From an optimization exercise on the open Yosys and OpenROAD flow, aimed at small area; shortcuts taken in it are not production practice.
RTL that was checked went through simulation tests only; none was proved equivalent to the original.
The RTL of runs 3 and 4 was laid out without a check of its function.
No activity file was given, so power comes from the tool's default toggle rates.

## config.mk

```make
export PLATFORM = sky130hd
export DESIGN_NAME = tt_um_enieman
export DESIGN_NICKNAME = tt_um_enieman
export VERILOG_FILES = /design/flow/design.v
export SDC_FILE = /design/flow/constraint.sdc
export NUM_CORES = 4
export LEC_CHECK = 0
export CAP_MARGIN = 20
export CORE_MARGIN = 2
export CORE_UTILIZATION = 30
export SLEW_MARGIN = 20
```

## constraint.sdc

```tcl
create_clock -name core_clock -period 20.0 [get_ports {clk}]
set_input_delay 4.0000 -clock core_clock [delete_from_list [all_inputs] [get_ports {clk}]]
set_output_delay 4.0000 -clock core_clock [all_outputs]
set_load 0.01 [all_outputs]
```

## design.v

```verilog
module tt_um_enieman (
    input  wire [7:0] ui_in,
    output wire [7:0] uo_out,
    input  wire [7:0] uio_in,
    output wire [7:0] uio_out,
    output wire [7:0] uio_oe,
    input  wire       ena,
    input  wire       clk,
    input  wire       rst_n
);
   wire rst = ~rst_n | ui_in[7];
   wire rx  = ui_in[2];
   integer i;
   reg [2:0] ph;
   always @(posedge clk) ph <= rst ? 3'd0 : ph + 3'd1;
   reg        prog;      
   reg        cal;       
   reg        act;       
   reg        txm;       
   reg        rxp;       
   reg        txo;       
   reg [3:0]  bitidx;    
   reg [11:0] cnt;       
   reg [11:0] pm1;       
   reg [8:0]  wptr;      
   reg [3:0]  tsr;       
   wire fall    = rxp & ~rx;
   wire meas    = cal & (bitidx == 4'd0);
   wire wrap    = act & (meas ? rx : (cnt == pm1));
   wire databit = (bitidx != 4'd0) & (bitidx != 4'd9);
   wire endrx   = act & ~txm & (bitidx == 4'd9);
   wire early   = (cnt[11:3] == 9'd0);
   wire iwr = act & ~txm & prog & ~cal & databit & early & (ph == wptr[4:2]);
   wire [3:0] dmd;       
   always @(posedge clk) begin
      rxp <= rx;
      cnt <= (~act | wrap | endrx) ? 12'd0 : cnt + 12'd1;
      if (rst) begin
         prog <= 1'b1;
         cal  <= 1'b1;
         act  <= 1'b0;
         txm  <= 1'b0;
         txo  <= 1'b1;
         wptr <= 9'd0;
      end else if (~act) begin
         if (fall) begin
            act    <= 1'b1;
            bitidx <= 4'd0;
         end
      end else if (~txm) begin
         if (wrap) begin
            bitidx <= bitidx + 4'd1;
            if (meas) pm1 <= cnt;
            if (databit & prog & ~cal) wptr <= wptr + 9'd1;
         end
         if (bitidx == 4'd9) begin
            cal <= 1'b0;
            if (prog) begin
               if (~cal && wptr == 9'd0) prog <= 1'b0;
               act <= 1'b0;
            end else begin
               txm    <= 1'b1;
               bitidx <= 4'd0;
               txo    <= 1'b0;
            end
         end
      end else begin
         if (wrap) begin
            bitidx <= bitidx + 4'd1;
            if (databit) wptr <= wptr + 9'd1;
            if (bitidx == 4'd9) begin
               if (wptr[6:0] == 7'd0) begin
                  act <= 1'b0;
                  txm <= 1'b0;
                  txo <= 1'b1;
               end else begin
                  bitidx <= 4'd0;
                  txo    <= 1'b0;
               end
            end else if (bitidx == 4'd8) begin
               txo <= 1'b1;
            end else begin
               txo <= tsr[0];
            end
         end
      end
   end
   always @(posedge clk) begin
      if (txm & wrap)
         tsr <= {1'b0, tsr[3:1]};
      else if (txm & (((bitidx == 4'd0) & (ph == {wptr[4:3], 1'b0})) |
                      ((bitidx == 4'd4) & (ph == {wptr[4:3], 1'b1}))))
         tsr <= dmd;
   end
   assign uo_out  = {rst, prog | rst, ~rx, ~txo, 1'b0, txo, 2'b00};
   assign uio_out = 8'h00;
   assign uio_oe  = 8'h00;
   reg [511:0] imv;      
   reg [479:0] rfv;      
   reg [127:0] dmv;      
   reg [31:0]  tv;       
   reg        pass;      
   reg [3:0]  pc;        
   reg [31:2] ir;
   reg        c;         
   reg        eqf;       
   reg [3:0]  maddr;     
   reg [3:0]  rd_s;      
   reg        pend;      
   reg        dslt;      
   reg        ltf;       
   reg        sleft;     
   reg        fill;      
   reg [4:0]  shamt;
   wire init = prog;
   wire exec = pass;
   wire [4:0] op = ir[6:2];
   wire [2:0] f3 = ir[14:12];
   wire is_alu    = ~op[4] & op[2] & ~op[0];             
   wire is_op     = is_alu & op[3];
   wire is_u      = ~op[4] & op[2] & op[0];              
   wire is_lui    = is_u & op[3];
   wire is_load   = ~op[4] & ~op[2] & ~op[3];
   wire is_store  = ~op[4] & ~op[2] & op[3];
   wire is_branch = op[4] & ~op[0];
   wire is_jalr   = op[4] & op[0] & ~op[1];
   wire is_jal    = op[4] & op[1];
   wire is_jump   = op[4] & op[0];
   wire is_shift  = is_alu & ~f3[1] & f3[0];
   wire is_slt    = is_alu & ~f3[2] & f3[1];
   wire is_logic  = is_alu & f3[2] & ~(~f3[1] & f3[0]);
   wire is_sub    = is_op & (f3 == 3'd0) & ir[30];
   wire inv       = is_sub | is_slt | is_branch;
   wire [31:0] imm =
      is_u     ? {ir[31:12], 12'h000} :
      is_store ? {{20{ir[31]}}, ir[31:25], ir[11:7]} :
                 {{20{ir[31]}}, ir[31:20]};
   wire [3:0] immd = imm[4*ph +: 4];
   wire [63:0] rfh;
   genvar g;
   generate
      for (g = 1; g < 16; g = g + 1) begin : g_rfh
         assign rfh[4*g +: 4] = rfv[32*(g-1) +: 4];
      end
   endgenerate
   assign rfh[3:0] = 4'd0;
   wire [3:0] a_rf = rfh[4*ir[18:15] +: 4];
   wire [3:0] b_rf = rfh[4*ir[23:20] +: 4];
   wire [3:0] pcd = (ph == 3'd0) ? {pc[1:0], 2'b00} :
                    (ph == 3'd1) ? {2'b00, pc[3:2]} : 4'd0;
   wire [3:0] A = is_u ? (is_lui ? 4'd0 : pcd) : a_rf;
   wire [3:0] B = (is_op | is_branch) ? b_rf : immd;
   wire [4:0] sum = A + (B ^ {4{inv}}) + ((ph == 3'd0) ? inv : c);
   wire eq  = (A == B) & ((ph == 3'd0) | eqf);
   wire ltu = ~sum[4];
   wire lts = (A[3] ^ B[3]) ? A[3] : sum[3];
   wire cond  = f3[2] ? (f3[1] ? ltu : lts) : eq;
   wire taken = cond ^ f3[0];
   wire [1:0] dsel = txm ? wptr[6:5] : ((ph == 3'd0) ? sum[3:2] : maddr[1:0]);
   wire [15:0] dmh = {dmv[96 +: 4], dmv[64 +: 4], dmv[32 +: 4], dmv[0 +: 4]};
   assign dmd = dmh[4*dsel +: 4];
   wire [4:0] pc1 = {1'b0, pc} + 5'd1;
   wire [3:0] lnk = (ph == 3'd0) ? {pc1[1:0], 2'b00} :
                    (ph == 3'd1) ? {1'b0, pc1[4:2]} : 4'd0;
   wire [3:0] lgc = f3[1] ? (f3[0] ? (A & B) : (A | B)) : (A ^ B);
   wire [3:0] eres = is_jump  ? lnk :
                     is_load  ? dmd :
                     is_logic ? lgc : sum[3:0];
   wire ewen = is_jump | is_load | is_u | (is_alu & ~is_shift & ~is_slt);
   wire [4:0] rr = sleft ? (5'd0 - shamt) : shamt;
   wire [63:0] tt = {tv, tv};
   wire [7:0] twin = tt[4*rr[4:2] +: 8];
   wire [3:0] sraw = twin[rr[1:0] +: 4];
   wire [5:0] th = sleft ? {1'b0, shamt} : (6'd32 - {1'b0, shamt});
   reg  [3:0] sres;
   always @* begin
      for (i = 0; i < 4; i = i + 1)
         sres[i] = ((({1'b0, ph, 2'b00} + i) >= th) ^ ~sleft) ? sraw[i] : fill;
   end
   wire [3:0] fres = dslt ? ((ph == 3'd0) ? {3'b000, ltf} : 4'd0) : sres;
   wire [3:0] wdata = exec ? eres : fres;
   wire       wact  = exec ? ewen : pend;
   wire [3:0] wd1 = init ? {4{ph == 3'd0}} : wdata;    
   wire [3:0] wd0 = init ? 4'd0 : wdata;               
   always @(posedge clk) begin
      for (i = 1; i < 16; i = i + 1) begin
         rfv[32*(i-1) +: 28] <= rfv[32*(i-1) + 4 +: 28];
         if (init | (wact & (rd_s == i)))
            rfv[32*(i-1) + 28 +: 4] <= {i[3] ? wd1[3] : wd0[3], i[2] ? wd1[2] : wd0[2],
                                        i[1] ? wd1[1] : wd0[1], i[0] ? wd1[0] : wd0[0]};
         else
            rfv[32*(i-1) + 28 +: 4] <= rfv[32*(i-1) +: 4];
      end
   end
   wire [3:0] dwd = init ? 4'd0 : b_rf;
   always @(posedge clk) begin
      for (i = 0; i < 4; i = i + 1) begin
         dmv[32*i +: 28] <= dmv[32*i + 4 +: 28];
         if (init | (exec & is_store & (dsel == i)))
            dmv[32*i + 28 +: 4] <= dwd;
         else
            dmv[32*i + 28 +: 4] <= dmv[32*i +: 4];
      end
   end
   always @(posedge clk) begin
      for (i = 0; i < 16; i = i + 1) begin
         imv[32*i +: 28] <= imv[32*i + 4 +: 28];
         imv[32*i + 28 +: 4] <= imv[32*i +: 4];
         if (iwr && wptr[8:5] == i)
            imv[32*i + 28 + wptr[1:0]] <= rx;
      end
   end
   always @(posedge clk) tv <= {exec ? A : tv[3:0], tv[31:4]};
   wire [63:0] imh;
   generate
      for (g = 0; g < 16; g = g + 1) begin : g_imh
         assign imh[4*g +: 4] = imv[32*g +: 4];
      end
   endgenerate
   wire [3:0] imd = imh[4*pc +: 4];
   always @(posedge clk) begin
      if (~exec) begin
         case (ph)
            3'd0: ir[3:2]   <= imd[3:2];
            3'd1: ir[7:4]   <= imd;
            3'd2: ir[11:8]  <= imd;
            3'd3: ir[15:12] <= imd;
            3'd4: ir[19:16] <= imd;
            3'd5: ir[23:20] <= imd;
            3'd6: ir[27:24] <= imd;
            3'd7: ir[31:28] <= imd;
         endcase
      end
   end
   wire [3:0] imm52 = is_jal ? ir[25:22] : {ir[25], ir[11:9]};
   wire [3:0] npc = is_jalr ? maddr :
                    (is_jal | (is_branch & taken)) ? pc + imm52 : pc1[3:0];
   always @(posedge clk) begin
      if (rst | prog) begin
         pass <= 1'b0;
         pc   <= 4'd0;
         pend <= 1'b0;
      end else if (ph == 3'd7) begin
         pass <= ~pass;
         if (exec) begin
            pc   <= npc;
            pend <= is_shift | is_slt;
         end
      end
   end
   always @(posedge clk) begin
      c   <= sum[4];
      eqf <= eq;
      if (exec) begin
         if (ph == 3'd0) begin
            maddr[1:0] <= sum[3:2];
            shamt[3:0] <= B;
         end
         if (ph == 3'd1) begin
            maddr[3:2] <= sum[1:0];
            shamt[4]   <= B[0];
         end
         if (ph == 3'd7) begin
            dslt  <= is_slt;
            ltf   <= f3[0] ? ltu : lts;
            sleft <= ~f3[2];
            fill  <= ir[30] & f3[2] & A[3];
         end
      end else if (ph == 3'd7) begin
         rd_s <= ir[10:7];
      end
   end
endmodule
```

## run.sh

```bash
#!/bin/bash
# synth_recipe.tcl (not shown) runs the flow's synth.tcl, then flattens the netlist and writes it again
# the make line also repeats each setting of config.mk as NAME=value (left out here)
make -C /OpenROAD-flow-scripts/flow DESIGN_CONFIG=/design/flow/config.mk WORK_HOME=/design/flow/orfs CLKGATE_MAP_FILE= SYNTH_SCRIPT=/design/flow/synth_recipe.tcl finish
```

==> impl.org, run 1 <==
** Clocking
- Once the clock tree was built, the setup fixing pass inserted 0 buffers.
- Hold bufs inserted after CTS :: 0
- TritonCTS clock tree :: built
- The clock reaches the later pin of the worst-skew pair after ~700 ps.
- In this run the deepest clock path goes through 3 buffers.
- The clock drives between 1000 and 1500 sinks.
- Clock tree synthesis inserted a total of ~110 buffers.
- Htree depth :: 3
- CTS root buffer :: sky130_fd_sc_hd__clkbuf_16
- PostCTS Resize Cnt :: 0
- Clock transition at path regs :: 60 ps

** Place
- During placement, the flow inserted port buffers numbering 8.
- Hpwl dp :: 44540 microns
- Placement-stage worst setup slack :: 9742 ps
- Placer's final routability congestion estimate :: roughly 0.83

** Critical path
- CP Max Fanout :: 13
- The worst setup path is launched from an input port.
- Register-to-Register Path Depth :: 16
- Following the worst setup path forward leads to its endpoint at uo_out[6].
- In this run the critical register-to-register path is launched from ph[1].
- Reg2reg end :: rfv[349]
- The setup check on the worst reg-to-reg path leaves a slack of roughly 14000 ps.
- STA puts the critical path data arrival time at ~6200 ps.
- At the worst endpoint, the required time is 16000 ps.
- Startpoint of the worst setup timing path :: rst_n
- Endpoint kind of the worst setup timing path :: primary output
- Kind of critical path :: input port to primary output

** Routing
- Detailed-route via count :: around 19000
- Detailed Routing Iterations Pass 1 :: 6
- The first routing iteration left 1240 violations.
- Routed Antenna Nets :: 0
- For this run, design rule violations remaining after detail routing come to 0.
- After detailed routing, the average wire length per cell comes to 15.67 microns.
- Average vias per placed instance :: 4.400
- Total detailed-routing wirelength :: 67750 microns

** STA
- Number of hold-slack violations in the final timing report :: 0
- Highest achievable clock rate :: 0.09837 GHz
- Final setup fails :: 0
- After layout, the worst setup slack is 9835 ps.
- After layout, the minimum clock period comes to roughly 10000 ps.
- RSZ-0062 raised after global routing :: no
- Final Max Tran Viols :: 0
- In the final timing run, aggregate negative setup slack is 0 ps.
- Setup skew after layout :: 63.70 ps
- In the finished design, the share of the clock period the worst path needs comes to approximately half.
- Transition time at the pin with the least slew margin :: between 1000 and 1500 ps
- In this run the tightest slew margin relative to its limit is 27.62%.

** Global route
- Global routing consumed, over all layers together, 11.12% of the routing resources.
- The number of global-route vias before repair came to between 15000 and 20000.
- The initial antenna violation count was 0.
- After global routing the overflow that remains totals 0.
- The first global-routing pass estimated 104700 microns of wire.
- Entering global routing, the biggest net connects 48 pins.

** Logic synthesis
- The netlist uses 82 different library cells.
- Averaged over all synthesized cells, the footprint is 13.10 sq um.
- Dominant register cell in the synthesized netlist :: sky130_fd_sc_hd__dfxtp_1
- Number of cells produced by synthesis :: approximately 2700
- In the synthesized netlist the async set-or-reset flop fraction comes to 0%.
- For this run, the number of Yosys warnings is 1.
- Post-synthesis sequential area ratio :: approximately three quarters
- Number of enable flip-flop cells after synthesis :: 66
- The synthesized netlist occupies a cell area of 34990 sq um.
- Synthesis inferred between 1000 and 1500 register bits.

** Layout
- Summing all multi-input logic gate instances after layout gives about 8600 sq um.
- Final #Nets :: 2769
- Post-layout util :: 34.92%
- Compared with the post-synthesis result, the final layout area differs by 15.64%.
- Register area :: roughly 26000 sq um
- Most frequent cells in the layout :: 1190 x sky130_fd_sc_hd__dfxtp_1, 231 x sky130_fd_sc_hd__nand2_1, 206 x sky130_fd_sc_hd__o21ai_0
- Count of filler cells inserted in the layout :: around 11000
- The repair_antennas step left the layout with diodes totalling 0.
- Most common cell after layout, fill and taps aside :: sky130_fd_sc_hd__dfxtp_1
- Share of post-route cells with drive strength above 1 :: between 10 and 15%

** Power
- Cell area power density :: ~120 nW/um^2
- The analysis attributes to cell leakage a power of ~15 nW.
- The design draws a little under 5 mW.
- The worst-case IR drop observed on VDD is 85.60 uV.

** Floorplan
- Height of the die :: between 300 and 400 microns
- 43 I/O pins were placed.
- Die area :: around 120000 sq um
- Effective utilization at floorplan :: between 30% and 40%
- The die is 345.5 microns wide.
- Row count :: approximately 130
- Core box area :: roughly 120000 sq um

** Hold path
- Type of the tightest min-delay check :: flop to flop

** Job
- Across the run, the number of max-cap violations was 0.

** Run status
- The flow ran to the end and the layout has no timing, DRC or antenna violations.
[critical path, cell delays in order]
cell	delay (ps)
sky130_fd_sc_hd__clkdlybuf4s50_1	440
sky130_fd_sc_hd__nor2b_1	230
sky130_fd_sc_hd__buf_4	220
sky130_fd_sc_hd__inv_1	220
sky130_fd_sc_hd__nor2_1	290
sky130_fd_sc_hd__inv_1	220
sky130_fd_sc_hd__clkdlybuf4s50_1	540
[synthesized netlist by cell type (all sizes together) (9+ instances only)]
cell type,count,area [sq um]
dfxtp,1191,23840
nand2,231,867.1
o21ai,211,1060
nor2,170,645.6
clkbuf,69,259.0
edfxtp,66,1982
a21oi,65,332.8
mux4,58,1306
nand3,46,230.2
mux2i,45,450.4
buf,42,274.0
inv,39,146.4
ha,38,475.5
xnor2,34,297.8
a211oi,33,282.8
nor3,28,140.1
nor2b,24,150.1
mux2,23,259.0
nand4,22,137.6
a31oi,18,127.6
xor2,18,157.7
nand2b,16,100.1
o31ai,15,112.6
and3,13,81.33
nor4,12,81.33
o211ai,11,82.58
a32oi,9,78.83
[layout make-up]
| type | count | share of cell area (%) |
|---|---|---|
| Multi-Input combinational cell | 1278 | 21.17 |
| Timing Repair Buffer | 22 | 0.4576 |
| Inverter | 43 | 0.3989 |
| Clock inverter | 56 | 1.837 |
| Sequential cell | 1257 | 63.82 |
| Tap cell | 1524 | 4.712 |
| Clock buffer | 144 | 7.606 |
[stage by stage]
stage          std cells  hold slack [ps]  instance area, sq um
2_1_floorplan       2689            309.6                 35060
3_3_place_gp        4124            309.5                 36640
3_5_place_dp        4124            312.1                 36640
4_1_cts             4324            270.0                 40460
5_1_grt             4324            260.8                 40470
6_report            4324            276.7                 40470
[routing by layer]
| metal | GRT usage, % | wire, microns |
|---|---|---|
| met4 | 4.055 | 1545 |
| met3 | 1.856 | 3819 |
| met1 | 15.67 | 32760 |
| met5 | 0 | 0 |
| met2 | 17.11 | 29620 |
[cell families (layout without fill, tap and decap cells)]
logic type	Yosys count	count (layout)	share of synthesized area, %
other cells	1	19	0.01072
compound gates	436	436	7.727
xor+xnor	52	52	1.301
fa+ha+maj	41	41	1.530
flops	1257	1257	73.80
buf+inv	154	265	1.984
simple gates	604	604	7.891
mux	126	126	5.760
[where the power goes]
group          switching [mW]  total, mW  internal (mW)
Sequential             0.0174       2.59           2.57
Combinational          0.0453     0.0731         0.0278
Clock                   0.933       2.15           1.22
Total                   0.995       4.81           3.82
[state kept, by name, indices dropped and copies added (netlist names), 3 cells and up]
signal	cells
bitidx	4
cnt	12
dmv	128
imv	512
ir	30
maddr	4
pc	4
ph	3
pm1	12
rd_s	4
rfv	480
shamt	5
tsr	4
tv	32
wptr	9
[worst min path at each step]
stage              from       end  slack, ps  cells after the start
3_3_place_gp   imv[325]  imv[321]        310                      0
4_1_cts         imv[48]   imv[44]        270                      0
6_report        imv[48]   imv[44]        280                      0
2_1_floorplan    dmv[4]    dmv[0]        310                      0
5_1_grt         imv[48]   imv[44]        260                      0
3_5_place_dp    dmv[47]   dmv[43]        310                      0
==> inputs of run 2 (changes only) <==
--- a/config.mk
+++ b/config.mk
@@ -7,5 +7,7 @@
 export LEC_CHECK = 0
 export CAP_MARGIN = 20
 export CORE_MARGIN = 2
-export CORE_UTILIZATION = 30
+export CORE_UTILIZATION = 50
+export CTS_BUF_LIST = sky130_fd_sc_hd__clkbuf_4 sky130_fd_sc_hd__clkbuf_8
+export CTS_CLUSTER_SIZE = 24
 export SLEW_MARGIN = 20
==> run 2 against run 1 <==
Hold slack gained 33 ps. Core utilization up 23 points. Via count is 2.9% higher. Count of clock-buffer cells in the layout up 138. Largest power group unchanged. Synthesized cell count did not move. Cell count fell by 11%. Highest routed layer unchanged. Still clean. Clock power about the same. Non-clock buffer count up 1. Fmax shrank 2.3%. Setup slack worse by 240 ps. Die area fell by 40%.
==> impl.org, run 2 <==
** Run status
- The run finished with no timing, DRC or antenna violations.

** Power
- Leakage power summed over all cells :: 15.41 nW (+1.8%)
- Cell area power density :: 120.1 nW/um^2 (+1.0%)
- The portion of total power attributed to combinational logic is 1.5% (about the same).
- The part of the power in the clock network is 44.4% (-0.3 points).
- Switching power share of the total :: 20.92% (+0.24 points)
- The maximum resistive drop on vdd is 77.13 uV (-9.9%).
- Net load switching power :: 1.003 mW (+0.76%)
- The internal power component is 3.791 mW (-0.70%).
- The fraction of power consumed by sequential logic came to 54.1% (+0.3 points).
- Sum of internal, switching and leakage power :: 4.794 mW (-0.40%)

** Critical path
- Endpoint kind of the worst setup timing path :: primary output
- Family with the most delay on the worst path :: buffers and inverters
- The data arrival time at the worst-slack endpoint is 6410 ps (+240 ps).
- The slowest stage of the critical path is the sky130_fd_sc_hd__clkdlybuf4s50_1 cell.
- The number of buffers and inverters on the critical path was 4 (-1).
- The critical path goes through clkdlybuf4s50_1 -> nor2b_1 -> inv_1 -> nor2_1 -> inv_1 -> clkdlybuf4s50_1.
- The critical path is of the input port to primary output type.
- WP data required :: 16000 ps (about the same)
- The largest fanout of any net on the critical path was 13 (unchanged).
- Crit-path max cell delay :: 630 ps (+90 ps)
- Critical path launch point type :: input port

** Job
- The max-capacitance violation count was 0 (unchanged).

** Logic synthesis
- Mean post-synth cell area :: 13.10 sq um (unchanged)
- The count of unique library cells instantiated by Yosys came to 82 (unchanged).
- The area share of the leading cell type in the synthesized netlist is 68.13% (unchanged).
- The post-synthesis instance total was 2671 (unchanged).
- The share of flip-flops with an asynchronous set or reset after synthesis came to 0% (unchanged).
- Summed over all instances, the cell type with the most area after synthesis is sky130_fd_sc_hd__dfxtp_1.
- Dominant register cell in the synthesized netlist :: sky130_fd_sc_hd__dfxtp_1
- Yosys instantiated no cell more often than sky130_fd_sc_hd__dfxtp_1.
- The sequential-to-total area share from yosys stat is 73.80% (unchanged).
- The number of enable flip-flop cells after synthesis came to 66 (unchanged).
- The synthesis warning total came to 1 (unchanged).
- Synth Register Bits :: 1257 (unchanged)
- After synthesis, the most frequently instantiated cells are 1191 x sky130_fd_sc_hd__dfxtp_1, 231 x sky130_fd_sc_hd__nand2_1, 206 x sky130_fd_sc_hd__o21ai_0, 169 x sky130_fd_sc_hd__nor2_1, 69 x sky130_fd_sc_hd__clkbuf_1.
- Top post-synthesis cells by area :: sky130_fd_sc_hd__dfxtp_1 68%, sky130_fd_sc_hd__edfxtp_1 5.7%, sky130_fd_sc_hd__mux4_2 3.7%
- Synthesized cell area :: 34990 sq um (unchanged)

** STA
- Final critical-path share of the clock period :: 52.04% (+1.2 points)
- The count of pins over their slew limit is 0 (unchanged).
- The worst path setup slack after routing is 9592 ps (-242.5 ps).
- Highest achievable clock rate :: 0.09608 GHz (-2.3%)
- Setup skew after layout :: 44.76 ps (-18.94 ps)
- Post-layout minimum cycle time :: 10410 ps (+242.5 ps)
- The worst-margin pin slew was 1155 ps (+73.84 ps).
- The worst-case hold slack came to 310.1 ps (+33.45 ps).
- RSZ-0062 raised after global routing :: no
- Worst-case headroom to the max-slew limit :: 23.02% (-4.6 points)
- Number of hold-slack violations in the final timing report :: 0 (unchanged)
- The total negative slack was 0 ps (unchanged).
- The number of failing setup endpoints in the final timing report came to 0 (unchanged).

** Clocking
- The number of buffers created by CTS came to 181 (+69%).
- Htree depth :: 4 (+1)
- The number of resized instances in the post-cts repair step is 0 (unchanged).
- CTS root buffer :: sky130_fd_sc_hd__clkbuf_8
- The maximum clock insertion buffer count is 3 (unchanged).
- The clock latency on the worst-skew pair was 840 ps (+120 ps).
- The number of setup buffers added after CTS was 0 (unchanged).
- The clock transition time at the flip-flop clock pins of the worst setup and hold paths is 60 ps (about the same).
- The number of hold buffers added after CTS came to 0 (unchanged).
- The count of clock tree sinks is 1257 (unchanged).
- TritonCTS clock tree :: built

** Floorplan
- The number of rows created at floorplan came to 96 (-23%).
- The I/O pin total came to 43 (unchanged).
- The y dimension of the die is 268.6 microns (-22%).
- The starting utilization of the core area was 50.76% (+21 points).
- The core outline area came to 68950 sq um (-41%).
- The width of the die is 268.6 microns (-22%).
- The floorplan die area was 72120 sq um (-40%).

** Global route
- Global-route wire length before repair :: 108400 microns (+3.6%)
- Global route total overflow :: 0 (unchanged)
- Gr usage total :: 19.64% (+8.5 points)
- Pin count of the biggest net entering global routing :: 48 (unchanged)
- Number of global-route vias before repair :: 19507 (+8.6%)
- Initial antenna violation count :: 2 (+2)

** Place
- The worst slack after detailed placement was 9518 ps (-224.1 ps).
- The routability congestion estimate from global placement was 0.8740 (+4.9%).
- Hpwl dp :: 45180 microns (+1.4%)
- The cell count after placement is 3532 (-14%).
- Number of I/O port buffers :: 8 (unchanged)

** Layout
- Compared with the post-synthesis result, the final layout area differs by 14.02%.
- The net total in the final layout came to 2844 (+2.7%).
- Final std cells w/o fill :: 3862 (-11%)
- Max FFs per register :: 512 (unchanged)
- The share of post-route cells with drive strength above 1 came to 15.36% (+4.3 points).
- Count of filler cells inserted in the layout :: 5641 (-49%)
- Most common cell after layout, fill and taps aside :: sky130_fd_sc_hd__dfxtp_1
- More flip-flops sit in one register than any other, and that register is imv.
- In the layout the commonest cells are 1190 x sky130_fd_sc_hd__dfxtp_1, 231 x sky130_fd_sc_hd__nand2_1, 225 x sky130_fd_sc_hd__clkbuf_8.
- Largest regs :: imv (512), rfv (480), dmv (128)

** Routing
- Average vias per placed instance :: 5.067 (+15%)
- The wire length per cell was 17.97 microns (+15%).
- Detailed Routing Iterations Pass 1 :: 5 (-1)
- Detailed-route via count :: 19569 (+2.9%)
- The number of nets with antenna violations after routing was 0 (unchanged).
- The detailed router's first-iteration violation count is 1554 (+25%).
- The routed wire length came to 69410 microns (+2.5%).
- The post-detailed-route DRC marker count came to 0 (unchanged).

** Hold path
- In this run the worst hold path is classified as flop to flop.
run 2: kinds of logic after synthesis:
kind of cell,count (synthesis),synth area share [%]
xor+xnor,52,1.301
flops,1257,73.80
mux,126,5.760
other cells,1,0.01072
fa+ha+maj,41,1.530
compound gates,436,7.727
simple gates,604,7.891
buf+inv,154,1.984
run 2: power by group through the flow:
stage	Sequential (mW)	Clock, mW	Combinational (mW)
2_1_floorplan	2.64	0	0.0542
3_3_place_gp	2.64	0	0.0700
3_5_place_dp	2.65	0	0.0707
4_1_cts	2.59	2.19	0.0716
5_1_grt	2.59	2.30	0.0792
6_report	2.59	2.13	0.0721
run 2: path summary, 6_finish.rpt:
check | start | to | slack (ps) | cells past startpoint
max | rst_n | uo_out[6] | 9590 | 6
min | imv[433] | imv[429] | 310 | 0
max reg2reg | ir[22] | rfv[189] | 13790 | 14
min reg2reg | imv[433] | imv[429] | 310 | 0
run 2: worst register-to-register path, delay by kind of cell, from the launching register on:
kind                       cells  cell delay [ps]
AOI/OAI and AO/OA              5             1980
muxes                          4             1760
DFF                            1             1120
and+or+nand+nor                3              600
adders and majority gates      1              340
xor gates and xnor gates       1              270
run 2: cell type report:
| class | instances | area [sq um] | area share [%] |
|---|---|---|---|
| Clock inverter | 47 | 471.7 | 1.182 |
| Antenna cell | 1 | 2.502 | 0.006272 |
| Sequential cell | 1257 | 25830 | 64.73 |
| Multi-Input combinational cell | 1278 | 8557 | 21.45 |
| Timing Repair Buffer | 23 | 192.7 | 0.4829 |
| Inverter | 43 | 161.4 | 0.4045 |
| Tap cell | 931 | 1165 | 2.919 |
| Clock buffer | 282 | 3525 | 8.833 |
run 2: through the flow:
stage	utilization, %	area, sq um
global route	57.87	39900
floorplan	-	35060
detailed placement	52.06	35900
CTS	57.86	39890
finish	57.87	39900
global placement	52.06	35900
run 2: per-layer routing:
layer / GRT usage (%) / share of wire [%]
met1: 26.22 / 46
met2: 30.96 / 46
met3: 4.466 / 5.7
met4: 8.198 / 2.7
met5: 0 / 0
==> inputs of run 3 (changes only) <==
--- a/design.v
+++ b/design.v
@@ -30,7 +30,8 @@
    wire databit = (bitidx != 4'd0) & (bitidx != 4'd9);
    wire endrx   = act & ~txm & (bitidx == 4'd9);
    wire early   = (cnt[11:3] == 9'd0);
-   wire iwr = act & ~txm & prog & ~cal & databit & early & (ph == wptr[4:2]);
+   wire iwr = act & ~txm & prog & ~cal & databit & early & (wptr[1:0] == 2'd3) &
+              (ph == wptr[4:2]);
    wire [3:0] dmd;       
    always @(posedge clk) begin
       rxp <= rx;
@@ -86,8 +87,8 @@
       end
    end
    always @(posedge clk) begin
-      if (txm & wrap)
-         tsr <= {1'b0, tsr[3:1]};
+      if (wrap)
+         tsr <= {rx, tsr[3:1]};
       else if (txm & (((bitidx == 4'd0) & (ph == {wptr[4:3], 1'b0})) |
                       ((bitidx == 4'd4) & (ph == {wptr[4:3], 1'b1}))))
          tsr <= dmd;
@@ -205,9 +206,10 @@
    always @(posedge clk) begin
       for (i = 0; i < 16; i = i + 1) begin
          imv[32*i +: 28] <= imv[32*i + 4 +: 28];
-         imv[32*i + 28 +: 4] <= imv[32*i +: 4];
          if (iwr && wptr[8:5] == i)
-            imv[32*i + 28 + wptr[1:0]] <= rx;
+            imv[32*i + 28 +: 4] <= tsr;
+         else
+            imv[32*i + 28 +: 4] <= imv[32*i +: 4];
       end
    end
    always @(posedge clk) tv <= {exec ? A : tv[3:0], tv[31:4]};
--- a/config.mk
+++ b/config.mk
@@ -8,6 +8,7 @@
 export CAP_MARGIN = 20
 export CORE_MARGIN = 2
 export CORE_UTILIZATION = 50
-export CTS_BUF_LIST = sky130_fd_sc_hd__clkbuf_4 sky130_fd_sc_hd__clkbuf_8
-export CTS_CLUSTER_SIZE = 24
+export CTS_BUF_LIST = sky130_fd_sc_hd__clkbuf_16
+export CTS_CLUSTER_DIAMETER = 100
+export CTS_CLUSTER_SIZE = 30
 export SLEW_MARGIN = 20
==> run 3 against run 2 <==
Combinational power is 5.4% lower. Non-clock buffer count is 1 lower. Still clean. Critical path type unchanged. Global-route usage is 2.5 points lower. First-iteration DRC count is 11% lower. Sequential share of layout area is 6.4 points higher. Clock power is 45% lower. Setup slack better by 180 ps. Sequential power hardly changed. Via count is 16% lower.
==> impl.org, run 3 <==
** Logic synthesis
- Summed over all instances, the cell type with the most area after synthesis is sky130_fd_sc_hd__dfxtp_1.
- The sequential-to-total area share from yosys stat came to 75.84% (+2.0 points).
- Synthesized cell area :: 34060 sq um (-2.7%)
- Sorting the synthesized cells by area gives the leading types as sky130_fd_sc_hd__dfxtp_1 70%, sky130_fd_sc_hd__edfxtp_1 5.9%, sky130_fd_sc_hd__mux4_2 3.8%.
- Number of cells produced by synthesis :: 2358 (-12%)
- Post-synth top area share :: 69.94% (+1.8 points)
- FFs w/ async S/R, synth :: 0% (unchanged)
- By instance count, the leading cell after synthesis is sky130_fd_sc_hd__dfxtp_1.
- Synth Register Bits :: 1257 (unchanged)
- The synthesized area divided by synthesized cell count is 14.45 sq um (+10%).
- Warning count from the yosys run :: 1 (unchanged)
- Number of enable flip-flop cells after synthesis :: 67 (+1.5%)
- Dominant register cell in the synthesized netlist :: sky130_fd_sc_hd__dfxtp_1
- Ranked by instance count, the synthesized netlist is headed by 1190 x sky130_fd_sc_hd__dfxtp_1, 107 x sky130_fd_sc_hd__nor2_1, 88 x sky130_fd_sc_hd__nand2_1, 74 x sky130_fd_sc_hd__mux2i_1.
- Number of unique standard cell types used by synthesis :: 78 (-4.9%)

** Routing
- Iteration-0 DRC Markers :: 1385 (-11%)
- The routed wire length is 59910 microns (-14%).
- The detail-routed via count per cell was 5.121 (+1.1%).
- Detailed-route via count :: 16535 (-16%)
- Routed Antenna Nets :: 0 (unchanged)
- The detailed-routing iteration count for the pre-antenna-repair pass came to 5 (unchanged).
- DRC violations left :: 0 (unchanged)
- The wire length per cell is 18.55 microns (+3.2%).

** STA
- Highest achievable clock rate :: 0.09776 GHz (+1.7%)
- The worst-case hold slack came to 319.7 ps (+9.538 ps).
- Setup repair after global routing left no endpoint under its margin.
- Final Max Tran Viols :: 0 (unchanged)
- Final critical-path share of the clock period :: 51.14% (-0.89 points)
- Setup skew after layout :: 35.24 ps (-9.516 ps)
- Transition time at the pin with the least slew margin :: 1203 ps (+48.58 ps)
- Number of hold-slack violations in the final timing report :: 0 (unchanged)
- Worst-case headroom to the max-slew limit :: 19.60% (-3.4 points)
- Post-layout minimum cycle time :: 10230 ps (-178.8 ps)
- Setup total negative slack :: 0 ps (unchanged)
- Final setup fails :: 0 (unchanged)

** Place
- The routability congestion estimate from global placement came to 0.8715 (-0.29%).
- The half-perimeter wire length after detailed placement came to 40330 microns (-11%).
- The count of input and output buffers is 8 (unchanged).

** Global route
- The total track usage was 17.17% (-2.5 points).
- The total congestion overflow after global routing came to 0 (unchanged).
- The wire length of the first global-routing pass is 94050 microns (-13%).
- The pin count of the biggest net entering global routing was 66 (+38%).
- Number of global-route vias before repair :: 16417 (-16%)
- The initial antenna violation count is 0 (-2).

** Layout
- Most frequent cells in the layout :: 1188 x sky130_fd_sc_hd__dfxtp_1, 105 x sky130_fd_sc_hd__nor2_1, 88 x sky130_fd_sc_hd__nand2_1
- Share of post-route cells with drive strength above 1 :: 9.512% (-5.8 points)
- Register containing the most flip-flops in the final layout :: imv
- The flip-flop count of the largest register, all copies and words added is 512 (unchanged).
- The net total in the final layout came to 2399 (-16%).
- Synth-to-Final Area Change :: 6.623%
- Largest regs :: imv (512), rfv (480), dmv (128)
- Most common cell after layout, fill and taps aside :: sky130_fd_sc_hd__dfxtp_1
- Post-layout util :: 53.98% (-3.9 points)

** Floorplan
- The I/O pin total is 43 (unchanged).
- Effective utilization at floorplan :: 50.63% (-0.13 points)
- The core outline area is 67280 sq um (-2.4%).
- Row count :: 95 (-1.0%)
- The y dimension of the die came to 265.0 microns (-1.3%).
- The width of the die is 265.0 microns (-1.3%).
- The floorplan die area came to 70230 sq um (-2.6%).

** Clocking
- The maximum clock insertion buffer count came to 3 (unchanged).
- Htree depth :: 2 (-2)
- The clock latency on the worst-skew pair came to 640 ps (-200 ps).
- The number of resized instances in the post-cts repair step is 0 (unchanged).
- The number of hold buffers added after CTS came to 0 (unchanged).
- Num CTS Buffers :: 49 (-73%)
- CTS root buffer :: sky130_fd_sc_hd__clkbuf_16
- The number of setup buffers added after CTS came to 0 (unchanged).
- CTS sink cnt :: 1257 (unchanged)
- TritonCTS clock tree :: built
- Clock transition at path regs :: 110 ps (+50 ps)

** Critical path
- Critical path launch point type :: input port
- The critical path starts at rst_n.
- The data arrival time at the worst-slack endpoint came to 6230 ps (-180 ps).
- Family with the most delay on the worst path :: buffers and inverters
- Endpoint kind of the worst setup timing path :: primary output
- Library cell contributing the largest single delay on the critical path :: sky130_fd_sc_hd__clkdlybuf4s50_1
- Sum of buffers and inverters on the critical path :: 5 (+1)
- Crit-path max cell delay :: 540 ps (-90 ps)
- Kind of critical path :: input port to primary output
- CP Max Fanout :: 14 (+1)
- List of cells traversed by the critical path :: clkdlybuf4s50_1 -> nor2b_1 -> buf_4 -> inv_1 -> nor2_1 -> inv_1 -> clkdlybuf4s50_1
- The required time of the critical path was 16000 ps (about the same).
- In this run the critical register-to-register path is launched from ir[6].

** Job
- The max-capacitance violation count was 0 (unchanged).

** Power
- The standby leakage power is 13.88 nW (-10%).
- The power per cell area is 105.4 nW/um^2 (-12%).
- The maximum resistive drop on vdd was 87.79 uV (+14%).

** Hold path
- The tightest min-delay check is of the flop to flop type.
- The worst hold path begins at imv[171].

** Run status
- The run finished with no timing, DRC or antenna violations.
==> run 3: cell count changes in the layout (fill, tap and decap cells not counted), moves of 11 or more <==
cell                        before  now
sky130_fd_sc_hd__nor2_1        169  105
sky130_fd_sc_hd__clkbuf_16       0   49
sky130_fd_sc_hd__mux2i_1        45   74
sky130_fd_sc_hd__a31oi_1        17   34
sky130_fd_sc_hd__nand2_1       231   88
sky130_fd_sc_hd__nand4_1        22    8
sky130_fd_sc_hd__clkinv_2       28    0
sky130_fd_sc_hd__o41ai_1         2   13
sky130_fd_sc_hd__o21ai_0       206   64
sky130_fd_sc_hd__clkbuf_4       57    0
sky130_fd_sc_hd__clkbuf_8      225    0
sky130_fd_sc_hd__mux2_2         21   69
==> run 3: report_power, final <==
group	internal [mW]	leakage [nW]	switching [mW]
clock network	0.459	0.689	0.715
registers	2.57	10.3	0.0169
logic	0.0274	2.93	0.0408
total	3.05	13.9	0.773
==> run 3: through the flow <==
stage | std cells | setup WS [ps] | instance area, sq um | total power, mW
finish | 3229 | 9771 | 36320 | 3.827
global placement | 3166 | 9808 | 34920 | 2.708
global route | 3228 | 9628 | 36320 | 3.963
floorplan | 2376 | 11230 | 34130 | 2.687
CTS | 3228 | 9765 | 36300 | 3.867
detailed placement | 3166 | 9765 | 34920 | 2.710
==> run 3: path summary, 6_finish.rpt <==
kind	to	slack, ps	cells past startpoint
worst max-delay path	uo_out[6]	9770	7
worst min-delay path	imv[167]	320	0
worst max register to register	rfv[414]	13370	18
worst min register to register	imv[167]	320	0
==> run 3: final cells by class <==
| type | count | area, sq um |
|---|---|---|
| inverter | 45 | 168.9 |
| clock buffer | 49 | 1226 |
| tap | 873 | 1092 |
| fill | 5494 | 30960 |
| clock inverter | 13 | 156.4 |
| multi-input combinational | 969 | 7650 |
| sequential | 1257 | 25840 |
| antenna | 1 | 2.502 |
| timing repair buffer | 22 | 185.2 |
==> run 3: worst reg2reg max path: stages (launching register included) <==
cell	delay, ps
sky130_fd_sc_hd__edfxtp_1	590
sky130_fd_sc_hd__nand3b_1	430
sky130_fd_sc_hd__and2_0	380
sky130_fd_sc_hd__a21oi_1	170
sky130_fd_sc_hd__o22ai_1	90
sky130_fd_sc_hd__a221oi_1	280
sky130_fd_sc_hd__a211oi_1	80
sky130_fd_sc_hd__a21oi_1	420
sky130_fd_sc_hd__xor2_1	170
sky130_fd_sc_hd__fa_1	530
sky130_fd_sc_hd__fa_1	430
sky130_fd_sc_hd__xnor2_1	350
sky130_fd_sc_hd__nor3_1	150
sky130_fd_sc_hd__nor2_2	440
sky130_fd_sc_hd__mux2i_1	250
sky130_fd_sc_hd__mux2_2	250
sky130_fd_sc_hd__o211ai_1	240
sky130_fd_sc_hd__a2111oi_4	1000
sky130_fd_sc_hd__o21ai_0	220
==> run 3: routing by layer <==
metal  part of all wire (%)  track usage [%]  vias to the layer above  wire length (microns)
met5                      0                0                        -                      0
met4                    2.9            5.512                        0                   1767
met3                    3.8            2.231                      116                   2255
met2                     46            27.73                      339                  27330
met1                     48            24.19                     8080                  28560
li1                       -                -                     8000                      -
==> run 3: cell families (layout without fill, tap and decap cells) <==
| kind of cell | Yosys count | count (layout) | synth area share, % |
|---|---|---|---|
| muxes | 200 | 200 | 8.224 |
| buffers and inverters | 150 | 129 | 1.958 |
| AOI/OAI and AO/OA | 286 | 286 | 5.694 |
| and+or+nand+nor | 374 | 374 | 5.414 |
| adders and majority gates | 36 | 36 | 1.388 |
| other | 1 | 20 | 0.01101 |
| DFF | 1257 | 1257 | 75.84 |
| xor gates and xnor gates | 54 | 54 | 1.466 |
==> inputs of run 4 (changes only) <==
--- a/config.mk
+++ b/config.mk
@@ -8,7 +8,7 @@
 export CAP_MARGIN = 20
 export CORE_MARGIN = 2
 export CORE_UTILIZATION = 50
-export CTS_BUF_LIST = sky130_fd_sc_hd__clkbuf_16
-export CTS_CLUSTER_DIAMETER = 100
-export CTS_CLUSTER_SIZE = 30
+export CTS_BUF_LIST = sky130_fd_sc_hd__clkbuf_8
+export CTS_CLUSTER_DIAMETER = 60
+export CTS_CLUSTER_SIZE = 18
 export SLEW_MARGIN = 20
==> run 4 against run 3 <==
Still clean on timing, DRC and antenna. Final area is essentially flat. Wire length up 0.95%. Clock skew is 1.0 ps lower. Count of clock-buffer cells in the layout grew 39. Core utilization hardly changed. Setup slack lost 39 ps. Sequential cell count stayed put. Fmax is 0.38% lower. Register-to-register slack about the same. Hold slack lost 5.2 ps. Global-route usage is 0.30 points higher.
==> impl.org, run 4 <==
** Run status
- Result of the run :: no timing/DRC/antenna violations

** Logic synthesis
- The synthesis-stage register bit count came to 1257 (unchanged).
- Top post-synthesis cells by area :: sky130_fd_sc_hd__dfxtp_1 70%, sky130_fd_sc_hd__edfxtp_1 5.9%, sky130_fd_sc_hd__mux4_2 3.8%
- Post-synth top area share :: 69.94% (unchanged)
- Synthesized cell area :: 34060 sq um (unchanged)
- The count of unique library cells instantiated by Yosys is 78 (unchanged).
- Summed over all instances, the cell type with the most area after synthesis is sky130_fd_sc_hd__dfxtp_1.
- The complex-gate fraction of the synthesized area was 5.694% (unchanged).
- The number of enable flip-flop cells after synthesis came to 67 (unchanged).
- The share of flip-flops with an asynchronous set or reset after synthesis came to 0% (unchanged).
- The synthesis warning total came to 1 (unchanged).
- Post-synthesis sequential area ratio :: 75.84% (unchanged)
- By area, the combinational part of the netlist is dominated by multiplexers.
- After synthesis, the most frequently instantiated cells are 1190 x sky130_fd_sc_hd__dfxtp_1, 107 x sky130_fd_sc_hd__nor2_1, 88 x sky130_fd_sc_hd__nand2_1, 74 x sky130_fd_sc_hd__mux2i_1.
- By instance count, the leading cell after synthesis is sky130_fd_sc_hd__dfxtp_1.
- In the synthesized netlist the dominant register cell turns out to be sky130_fd_sc_hd__dfxtp_1.
- The area fraction in and, or, nand and nor cells after synthesis was 5.414% (unchanged).
- Post-synthesis mux area share :: 8.224% (unchanged)
- Xor and xnor area share after synthesis :: 1.466% (unchanged)
- Mean post-synth cell area :: 14.45 sq um (unchanged)
- Area share of fa/ha/maj cells after synthesis :: 1.388% (unchanged)
- The post-synthesis instance total was 2358 (unchanged).

** Place
- Placer's final routability congestion estimate :: 0.8715 (unchanged)
- Number of I/O port buffers :: 8 (unchanged)
- Hpwl dp :: 40330 microns (unchanged)
- The cell count after placement is 3166 (unchanged).

** Clocking
- Num CTS Buffers :: 83 (+69%)
- The clock latency on the worst-skew pair is 710 ps (+70 ps).
- The maximum clock insertion buffer count is 3 (unchanged).
- TritonCTS built the clock tree.
- Htree depth :: 3 (+1)
- CTS root buffer :: sky130_fd_sc_hd__clkbuf_8
- The number of setup buffers added after CTS came to 0 (unchanged).
- The number of hold buffers added after CTS is 0 (unchanged).
- PostCTS Resize Cnt :: 0 (unchanged)
- CTS sink cnt :: 1257 (unchanged)
- Clock transition at path regs :: 110 ps (about the same)

** Layout
- Count of filler cells inserted in the layout :: 5540 (+0.84%)
- Final #Nets :: 2433 (+1.4%)
- The final cell count without fillers came to 3276 (+1.5%).
- The total area of multi-input combinational cells was 7650 sq um (unchanged).
- Ranked by flip-flop count, first place goes to imv.
- The sequential cell area is 25840 sq um (unchanged).
- Synth-to-Final Area Change :: 6.685% (about the same)
- The flip-flop count of the largest register, all copies and words added came to 512 (unchanged).
- In the layout the commonest cells are 1188 x sky130_fd_sc_hd__dfxtp_1, 105 x sky130_fd_sc_hd__nor2_1, 88 x sky130_fd_sc_hd__nand2_1, 88 x sky130_fd_sc_hd__clkbuf_8, 74 x sky130_fd_sc_hd__mux2i_1.
- The largest registers in the layout are imv (512), rfv (480), dmv (128).
- The share of post-route cells with drive strength above 1 came to 11.20% (+1.7 points).
- The library cell used most frequently in the layout, excluding fill and tap cells, is sky130_fd_sc_hd__dfxtp_1.

** Critical path
- CP Max Fanout :: 14 (unchanged)
- Kind of critical path :: input port to primary output
- The setup slack of the worst register-to-register path came to 13360 ps (about the same).
- The worst setup path is captured at a primary output.
- Register-to-Register Path Depth :: 18 (unchanged)
- Critical path arrival :: 6270 ps (+40 ps)
- In this run the critical register-to-register path is captured at rfv[92].
- The worst setup path is launched from an input port.
- The critical path starts at rst_n.
- The required time of the critical path is 16000 ps (about the same).
- Worst flop-to-flop path startpoint :: ir[6]

** Routing
- The routed wire length on met3 is 2624 microns (+16%).
- The wire length per cell came to 18.46 microns (-0.50%).
- The post-detailed-route DRC marker count came to 0 (unchanged).
- The overall via count from detail_route is 16751 (+1.3%).
- The detail-routed via count per cell was 5.113 (-0.15%).
- Top layer in use :: met4
- The number of nets with antenna violations after routing was 0 (unchanged).
- Iteration-0 DRC Markers :: 1323 (-4.5%)
- The routed length on met2 came to 27350 microns (about the same).
- The routed wire length is 60480 microns (+0.95%).
- The detailed-routing iteration count for the pre-antenna-repair pass is 5 (unchanged).
- The detailed-routing wirelength on met1 was 28460 microns (-0.33%).

** Global route
- Number of global-route vias before repair :: 16717 (+1.8%)
- Initial antenna violation count :: 2 (+2)
- The total congestion overflow after global routing is 0 (unchanged).
- The pin count of the biggest net entering global routing was 66 (unchanged).
- Gr usage total :: 17.47% (+0.30 points)
- Global-route wire length before repair :: 95110 microns (+1.1%)

** Floorplan
- Effective utilization at floorplan :: 50.63% (unchanged)
- Height of the die :: 265.0 microns (unchanged)
- The core outline area is 67280 sq um (unchanged).
- Die Wd :: 265.0 microns (unchanged)
- Die area :: 70230 sq um (unchanged)
- The I/O pin total was 43 (unchanged).
- The number of rows created at floorplan was 95 (unchanged).

** Power
- The switching portion of total power is 20.72% (+0.53 points).
- The fraction of power consumed by sequential logic is 67.8% (+0.3 points).
- The maximum resistive drop on vdd came to 75.90 uV (-14%).
- Internal power :: 3.020 mW (-1.1%)
- Cell area power density :: 104.8 nW/um^2 (-0.52%)
- Clock share of power :: 30.4% (-0.3 points)
- Logic pwr share :: 1.8% (about the same)
- Leakage power summed over all cells :: 13.93 nW (+0.37%)
- The power dissipated by switching net loads was 789.3 uW (+2.2%).

** STA
- Setup total negative slack :: 0 ps (unchanged)
- Transition time at the pin with the least slew margin :: 1177 ps (-26.14 ps)
- The final critical path time including I/O delays and setup is 10270 ps (+39.05 ps).
- The normalized max-slew margin is 21.35% (+1.7 points).
- Number of hold-slack violations in the final timing report :: 0 (unchanged)
- Final Max Tran Viols :: 0 (unchanged)
- The worst clock skew is 34.22 ps (-1.026 ps).
- Final setup fails :: 0 (unchanged)
- Highest achievable clock rate :: 0.09739 GHz (-0.38%)
- RSZ-0062 raised after global routing :: no
- The final clock period utilization by the worst path is 51.34% (+0.20 points).
- The worst-case hold slack is 314.5 ps (-5.194 ps).

** Job
- Number of maximum-capacitance constraint violations :: 0 (unchanged)

** Hold path
- The startpoint identified for the worst hold timing path is rfv[421].
- Hold Path Depth :: 0 (unchanged)
- Type of the tightest min-delay check :: flop to flop
- Destination of the worst hold path :: rfv[417]
==> run 4: cell counts after synthesis <==
No cell type changed its count.
==> run 4: layer usage <==
metal	global-route usage [%]	vias up
li1	-	8080
met1	24.19	8161
met2	27.55	373
met3	3.323	137
met4	6.291	0
met5	0	-
==> run 4: cell families (layout without fill, tap and decap cells) <==
kind of cell / count (synthesis) / in the layout
buffers and inverters: 150 / 176
XOR/XNOR: 54 / 54
flip-flops: 1257 / 1257
adder cells (fa/ha/maj): 36 / 36
AND/OR/NAND/NOR: 374 / 374
other: 1 / 20
AO/OA/AOI/OAI: 286 / 286
multiplexers: 200 / 200
==> run 4: area by class of cell <==
| class | count | share of cell area, % |
|---|---|---|
| Sequential cell | 1257 | 71.10 |
| Multi-Input combinational cell | 969 | 21.05 |
| Clock buffer | 88 | 3.333 |
| Tap cell | 873 | 3.006 |
| Clock inverter | 21 | 0.5302 |
| Timing Repair Buffer | 22 | 0.5096 |
| Inverter | 45 | 0.4648 |
| Antenna cell | 1 | 0.006886 |
==> run 4: worst max-delay path: stages <==
cell and delay (ps):
sky130_fd_sc_hd__clkdlybuf4s50_1 450, sky130_fd_sc_hd__nor2b_1 320, sky130_fd_sc_hd__buf_4 240, sky130_fd_sc_hd__inv_1 250, sky130_fd_sc_hd__nor2_1 310, sky130_fd_sc_hd__inv_1 150, sky130_fd_sc_hd__clkdlybuf4s50_1 540
==> run 4: how the worst max path moves through the flow <==
stage / endpoint / slack (ps) / cells past startpoint
after CTS: uo_out[6] / 9760 / 7
after floorplan: uo_out[7] / 11230 / 4
after global routing: uo_out[6] / 9630 / 7
final: uo_out[6] / 9730 / 7
after global placement: uo_out[6] / 9810 / 7
after detailed placement: uo_out[6] / 9770 / 7
==> run 4: power groups by stage <==
stage / sequential (mW) / clock [mW] / combinational, mW
CTS: 2.58 / 1.20 / 0.0681
floorplan: 2.63 / 0 / 0.0530
detailed placement: 2.64 / 0 / 0.0677
finish: 2.58 / 1.16 / 0.0680
global placement: 2.64 / 0 / 0.0669
global route: 2.59 / 1.29 / 0.0751
==> run 4: metrics by stage <==
step,utilization (%),cell area [sq um],power (mW),setup WS (ps)
2_1_floorplan,-,34130,2.687,11230
6_report,54.02,36340,3.809,9732
3_5_place_dp,51.90,34920,2.710,9765
4_1_cts,53.99,36320,3.855,9765
5_1_grt,54.02,36340,3.957,9626
3_3_place_gp,51.90,34920,2.708,9808
==> inputs of run 5 (changes only) <==
--- a/design.v
+++ b/design.v
@@ -22,16 +22,15 @@
    reg [3:0]  bitidx;    
    reg [11:0] cnt;       
    reg [11:0] pm1;       
-   reg [8:0]  wptr;      
+   reg [5:0]  bcnt;      
    reg [3:0]  tsr;       
    wire fall    = rxp & ~rx;
    wire meas    = cal & (bitidx == 4'd0);
    wire wrap    = act & (meas ? rx : (cnt == pm1));
-   wire databit = (bitidx != 4'd0) & (bitidx != 4'd9);
    wire endrx   = act & ~txm & (bitidx == 4'd9);
    wire early   = (cnt[11:3] == 9'd0);
-   wire iwr = act & ~txm & prog & ~cal & databit & early & (wptr[1:0] == 2'd3) &
-              (ph == wptr[4:2]);
+   wire iwr = act & ~txm & prog & ~cal & early & ((bitidx == 4'd4) | (bitidx == 4'd8)) &
+              (ph == {bcnt[1:0], bitidx[3]});
    wire [3:0] dmd;       
    always @(posedge clk) begin
       rxp <= rx;
@@ -42,7 +41,7 @@
          act  <= 1'b0;
          txm  <= 1'b0;
          txo  <= 1'b1;
-         wptr <= 9'd0;
+         bcnt <= 6'd0;
       end else if (~act) begin
          if (fall) begin
             act    <= 1'b1;
@@ -52,12 +51,12 @@
          if (wrap) begin
             bitidx <= bitidx + 4'd1;
             if (meas) pm1 <= cnt;
-            if (databit & prog & ~cal) wptr <= wptr + 9'd1;
+            if ((bitidx == 4'd8) & prog & ~cal) bcnt <= bcnt + 6'd1;
          end
          if (bitidx == 4'd9) begin
             cal <= 1'b0;
             if (prog) begin
-               if (~cal && wptr == 9'd0) prog <= 1'b0;
+               if (~cal && bcnt == 6'd0) prog <= 1'b0;
                act <= 1'b0;
             end else begin
                txm    <= 1'b1;
@@ -68,9 +67,9 @@
       end else begin
          if (wrap) begin
             bitidx <= bitidx + 4'd1;
-            if (databit) wptr <= wptr + 9'd1;
+            if (bitidx == 4'd8) bcnt <= bcnt + 6'd1;
             if (bitidx == 4'd9) begin
-               if (wptr[6:0] == 7'd0) begin
+               if (bcnt[3:0] == 4'd0) begin
                   act <= 1'b0;
                   txm <= 1'b0;
                   txo <= 1'b1;
@@ -89,8 +88,8 @@
    always @(posedge clk) begin
       if (wrap)
          tsr <= {rx, tsr[3:1]};
-      else if (txm & (((bitidx == 4'd0) & (ph == {wptr[4:3], 1'b0})) |
-                      ((bitidx == 4'd4) & (ph == {wptr[4:3], 1'b1}))))
+      else if (txm & (((bitidx == 4'd0) & (ph == {bcnt[1:0], 1'b0})) |
+                      ((bitidx == 4'd4) & (ph == {bcnt[1:0], 1'b1}))))
          tsr <= dmd;
    end
    assign uo_out  = {rst, prog | rst, ~rx, ~txo, 1'b0, txo, 2'b00};
@@ -157,7 +156,7 @@
    wire lts = (A[3] ^ B[3]) ? A[3] : sum[3];
    wire cond  = f3[2] ? (f3[1] ? ltu : lts) : eq;
    wire taken = cond ^ f3[0];
-   wire [1:0] dsel = txm ? wptr[6:5] : ((ph == 3'd0) ? sum[3:2] : maddr[1:0]);
+   wire [1:0] dsel = txm ? bcnt[3:2] : ((ph == 3'd0) ? sum[3:2] : maddr[1:0]);
    wire [15:0] dmh = {dmv[96 +: 4], dmv[64 +: 4], dmv[32 +: 4], dmv[0 +: 4]};
    assign dmd = dmh[4*dsel +: 4];
    wire [4:0] pc1 = {1'b0, pc} + 5'd1;
@@ -206,7 +205,7 @@
    always @(posedge clk) begin
       for (i = 0; i < 16; i = i + 1) begin
          imv[32*i +: 28] <= imv[32*i + 4 +: 28];
-         if (iwr && wptr[8:5] == i)
+         if (iwr && bcnt[5:2] == i)
             imv[32*i + 28 +: 4] <= tsr;
          else
             imv[32*i + 28 +: 4] <= imv[32*i +: 4];
--- a/config.mk
+++ b/config.mk
@@ -7,8 +7,9 @@
 export LEC_CHECK = 0
 export CAP_MARGIN = 20
 export CORE_MARGIN = 2
-export CORE_UTILIZATION = 50
-export CTS_BUF_LIST = sky130_fd_sc_hd__clkbuf_8
-export CTS_CLUSTER_DIAMETER = 60
-export CTS_CLUSTER_SIZE = 18
+export CORE_UTILIZATION = 70
+export CTS_BUF_LIST = sky130_fd_sc_hd__clkbuf_16
+export CTS_CLUSTER_DIAMETER = 50
+export CTS_CLUSTER_SIZE = 36
+export PLACE_DENSITY = 0.8
 export SLEW_MARGIN = 20
==> run 5 against run 4 <==
Still clean. Via count grew 0.20%. Register-to-register slack worse by 820 ps. Die area down 29%. Sequential power barely moved. Largest power group unchanged.
==> impl.org, run 5 <==
** Critical path
- The most critical setup path has its startpoint at rst_n.
- Endpoint kind of the worst setup timing path :: primary output
- The critical path is of the input port to primary output type.
- The number of buffers and inverters on the critical path is 4 (-1).
- On the critical path the largest part of the delay comes from buffers and inverters.
- Critical path launch point type :: input port
- In this run the critical register-to-register path is launched from ir[6].
- The stage delay of the slowest cell on the critical path is 510 ps (-30 ps).
- Library cell contributing the largest single delay on the critical path :: sky130_fd_sc_hd__clkdlybuf4s50_1
- The critical path goes through clkdlybuf4s50_1 -> nor2b_1 -> inv_1 -> nor2_1 -> inv_1 -> clkdlybuf4s50_1.
- WP data required :: 16000 ps (about the same)
- The largest fanout of any net on the critical path is 14 (unchanged).
- Critical path arrival :: 6220 ps (-50 ps)

** Power
- Leakage power summed over all cells :: 14.49 nW (+4.0%)
- Cell area power density :: 116.3 nW/um^2 (+11%)
- The maximum resistive drop on vdd came to 114.7 uV (+51%).

** Logic synthesis
- Post-synthesis sequential area ratio :: 76.30% (+0.45 points)
- The number of enable flip-flop cells after synthesis was 67 (unchanged).
- The synthesis-stage register bit count came to 1254 (-0.24%).
- Number of cells produced by synthesis :: 2308 (-2.1%)
- Synthesized cell area :: 33780 sq um (-0.82%)
- The commonest cells after synthesis are 1187 x sky130_fd_sc_hd__dfxtp_1, 94 x sky130_fd_sc_hd__nor2_1, 89 x sky130_fd_sc_hd__nand2_1, 80 x sky130_fd_sc_hd__mux2_2, 75 x sky130_fd_sc_hd__a21oi_1.
- Cell type contributing the most total cell area after synthesis :: sky130_fd_sc_hd__dfxtp_1
- In the post-synthesis netlist, the biggest area contributors are sky130_fd_sc_hd__dfxtp_1 70%, sky130_fd_sc_hd__edfxtp_1 6.0%, sky130_fd_sc_hd__mux4_2 3.8%.
- The synthesis warning total is 1 (unchanged).
- The share of flip-flops with an asynchronous set or reset after synthesis came to 0% (unchanged).
- Post-synth top area share :: 70.34% (+0.40 points)
- Most instantiated library cell after synthesis :: sky130_fd_sc_hd__dfxtp_1
- Dominant register cell in the synthesized netlist :: sky130_fd_sc_hd__dfxtp_1
- The synthesized area divided by synthesized cell count is 14.64 sq um (+1.3%).
- Number of unique standard cell types used by synthesis :: 77 (-1.3%)

** STA
- Number of hold-slack violations in the final timing report :: 0 (unchanged)
- The worst-margin pin slew was 1125 ps (-51.93 ps).
- Setup skew after layout :: 44.94 ps (+10.72 ps)
- The achievable frequency is 0.09787 GHz (+0.50%).
- Final critical-path share of the clock period :: 51.09% (-0.25 points)
- The number of failing setup endpoints in the final timing report is 0 (unchanged).
- Setup repair after global routing left no endpoint under its margin.
- Worst setup margin :: 9783 ps (+50.93 ps)
- Setup total negative slack :: 0 ps (unchanged)
- The final critical path time including I/O delays and setup is 10220 ps (-50.93 ps).
- Worst-case headroom to the max-slew limit :: 24.98% (+3.6 points)
- The count of pins over their slew limit came to 0 (unchanged).

** Clocking
- TritonCTS clock tree :: built
- The number of setup buffers added after CTS is 0 (unchanged).
- Clock transition at path regs :: 110 ps (about the same)
- The number of resized instances in the post-cts repair step is 0 (unchanged).
- Num CTS Buffers :: 67 (-19%)
- Hold bufs inserted after CTS :: 0 (unchanged)
- Number of buffers between clock root and the deepest sink :: 3 (unchanged)
- The clock latency on the worst-skew pair was 640 ps (-70 ps).
- In this run the clock root is driven by a sky130_fd_sc_hd__clkbuf_16.
- CTS sink cnt :: 1254 (-0.24%)
- The count of H-tree levels built during CTS came to 3 (unchanged).

** Floorplan
- Row count :: 80 (-16%)
- The width of the die came to 223.7 microns (-16%).
- The floorplan die area came to 50030 sq um (-29%).
- The y dimension of the die is 223.7 microns (-16%).
- The starting utilization of the core area was 70.90% (+20 points).
- The I/O pin total was 43 (unchanged).
- The core outline area is 47650 sq um (-29%).

** Place
- The count of input and output buffers was 8 (unchanged).
- The routability congestion estimate from global placement is 0.9098 (+4.4%).
- The worst slack after detailed placement is 9818 ps (+52.87 ps).
- The half-perimeter wire length after detailed placement was 39670 microns (-1.6%).

** Routing
- The detailed-routing iteration count for the pre-antenna-repair pass was 7 (+2).
- The number of nets with antenna violations after routing was 0 (unchanged).
- The wire length per cell is 21.11 microns (+14%).
- DRC violations left :: 0 (unchanged)
- The detail-routed via count per cell came to 5.604 (+9.6%).
- The routed wire length is 63230 microns (+4.6%).
- The detailed router's first-iteration violation count came to 1523 (+15%).
- Detailed-route via count :: 16785 (+0.20%)

** Layout
- Max FFs per register :: 512 (unchanged)
- The net total in the final layout was 2382 (-2.1%).
- The library cells used most frequently in the layout, excluding fill and tap cells, are 1186 x sky130_fd_sc_hd__dfxtp_1, 94 x sky130_fd_sc_hd__nor2_1, 89 x sky130_fd_sc_hd__nand2_1.
- Synth-to-Final Area Change :: 9.181%
- Most common cell after layout, fill and taps aside :: sky130_fd_sc_hd__dfxtp_1
- The share of post-route cells with drive strength above 1 was 12.27% (+1.1 points).
- Largest regs :: imv (512), rfv (480), dmv (128)
- The diode insertion count for antenna repair is 0 (-1).
- Register containing the most flip-flops in the final layout :: imv

** Run status
- The run finished with no timing, DRC or antenna violations.

** Global route
- The total congestion overflow after global routing came to 0 (unchanged).
- The pin count of the biggest net entering global routing came to 61 (-7.6%).
- Number of global-route vias before repair :: 17057 (+2.0%)
- The wire length of the first global-routing pass was 98160 microns (+3.2%).
- Gr usage total :: 25.81% (+8.3 points)
- The initial antenna violation count was 1 (-1).

** Hold path
- Source of the worst hold timing path :: rfv[297]
- The worst hold path belongs to the class flop to flop.

** Job
- The max-capacitance violation count was 0 (unchanged).
==> run 5: cell count changes in the layout (fill, tap and decap cells not counted), sizes merged, moves of 12 or more <==
cell	change
a211oi	-15
o41ai	-12
nor2	-14
clkinv	+18
mux2i	-12
a21oi	+26
nand3	-23
clkbuf	-19
==> run 5: kinds of logic after synthesis <==
family / Yosys count / share of synthesized area (%)
XOR/XNOR: 50 / 1.319
other: 1 / 0.01110
flip-flops: 1254 / 76.30
AND/OR/NAND/NOR: 340 / 4.967
adder cells (fa/ha/maj): 37 / 1.437
AO/OA/AOI/OAI: 290 / 5.389
multiplexers: 205 / 8.781
buffers and inverters: 131 / 1.800
==> run 5: metal layers <==
layer,vias up,wire length (microns),track usage (%)
li1,7923,-,-
met1,8122,27260,34.32
met2,575,30150,42.52
met3,163,3182,4.302
met4,2,2613,10.77
met5,-,20,0
==> run 5: power breakdown <==
part	switching, mW	internal [mW]
sequential	0.0195	2.56
clock	0.909	0.737
combinational	0.0372	0.0238
==> run 5: path summary, 6_finish.rpt <==
path,cells past startpoint,slack (ps),end
setup / recovery,6,9780,uo_out[6]
hold / removal,0,300,rfv[293]
setup reg to reg,17,12540,rfv[383]
hold reg to reg,0,300,rfv[293]
==> run 5: final cells by class <==
class                           count  area, sq um
Tap cell                          615        769.5
Multi-Input combinational cell    941         7467
Sequential cell                  1254        25780
Inverter                           42        157.7
Clock buffer                       69         1727
Fill cell                        2592        10760
Clock inverter                     54        817.0
Timing Repair Buffer               20        170.2
==> run 5: stage by stage <==
stage | hold WS (ps) | cell area, sq um | power [mW] | instances | utilization (%)
final | 301.8 | 36880 | 4.291 | 2995 | 77.41
after global routing | 312.7 | 36880 | 4.407 | 2995 | 77.41
after CTS | 303.5 | 36880 | 4.311 | 2995 | 77.41
after detailed placement | 312.1 | 34340 | 2.699 | 2872 | 72.07
after global placement | 309.5 | 34340 | 2.694 | 2872 | 72.07
after floorplan | 309.6 | 33850 | 2.677 | 2326 | -

-- what the ideal ports hide --
The flow's constraints put no driver on any port. The routed layouts listed below were extracted and timed again, unchanged, in two steps. Step 1 sets driving cells, clkbuf_16 on the clock port and buf_2 on the other inputs (assumed; they add their load-dependent delay and slew). Step 2 moves the port delays by t, midway between the first and last clock arrival at a register: inputs arrive t later, outputs are due t later. That takes back most of the time a late clock gives input paths. Three values: ideal, step 1, step 2; two values: the first two.
run | t, ns | setup slack, ns | worst hold slack (ns) | worst setup path at the end | slew at the worst register clock pin (ns)
run 1 | 0.753 | 9.835 / 9.812 / 9.812 | 0.277 / 0.277 / 0.277 | input to output | 0.07 / 0.07
run 2 | 0.869 | 9.592 / 9.566 / 9.566 | 0.310 / 0.310 / 0.310 | input to output | 0.07 / 0.07
run 3 | 0.685 | 9.771 / 9.750 / 9.750 | 0.320 / 0.320 / 0.320 | input to output | 0.12 / 0.12
run 4 | 0.744 | 9.732 / 9.711 / 9.711 | 0.314 / 0.314 / 0.314 | input to output | 0.11 / 0.11
run 5 | 0.679 | 9.783 / 9.751 / 9.751 | 0.302 / 0.302 / 0.302 | input to output | 0.12 / 0.12
After both steps every run listed still meets setup and hold. For run 5, which loses most, drivers alone change the setup slack by -0.032 ns; drivers and shift together by -0.032 ns.
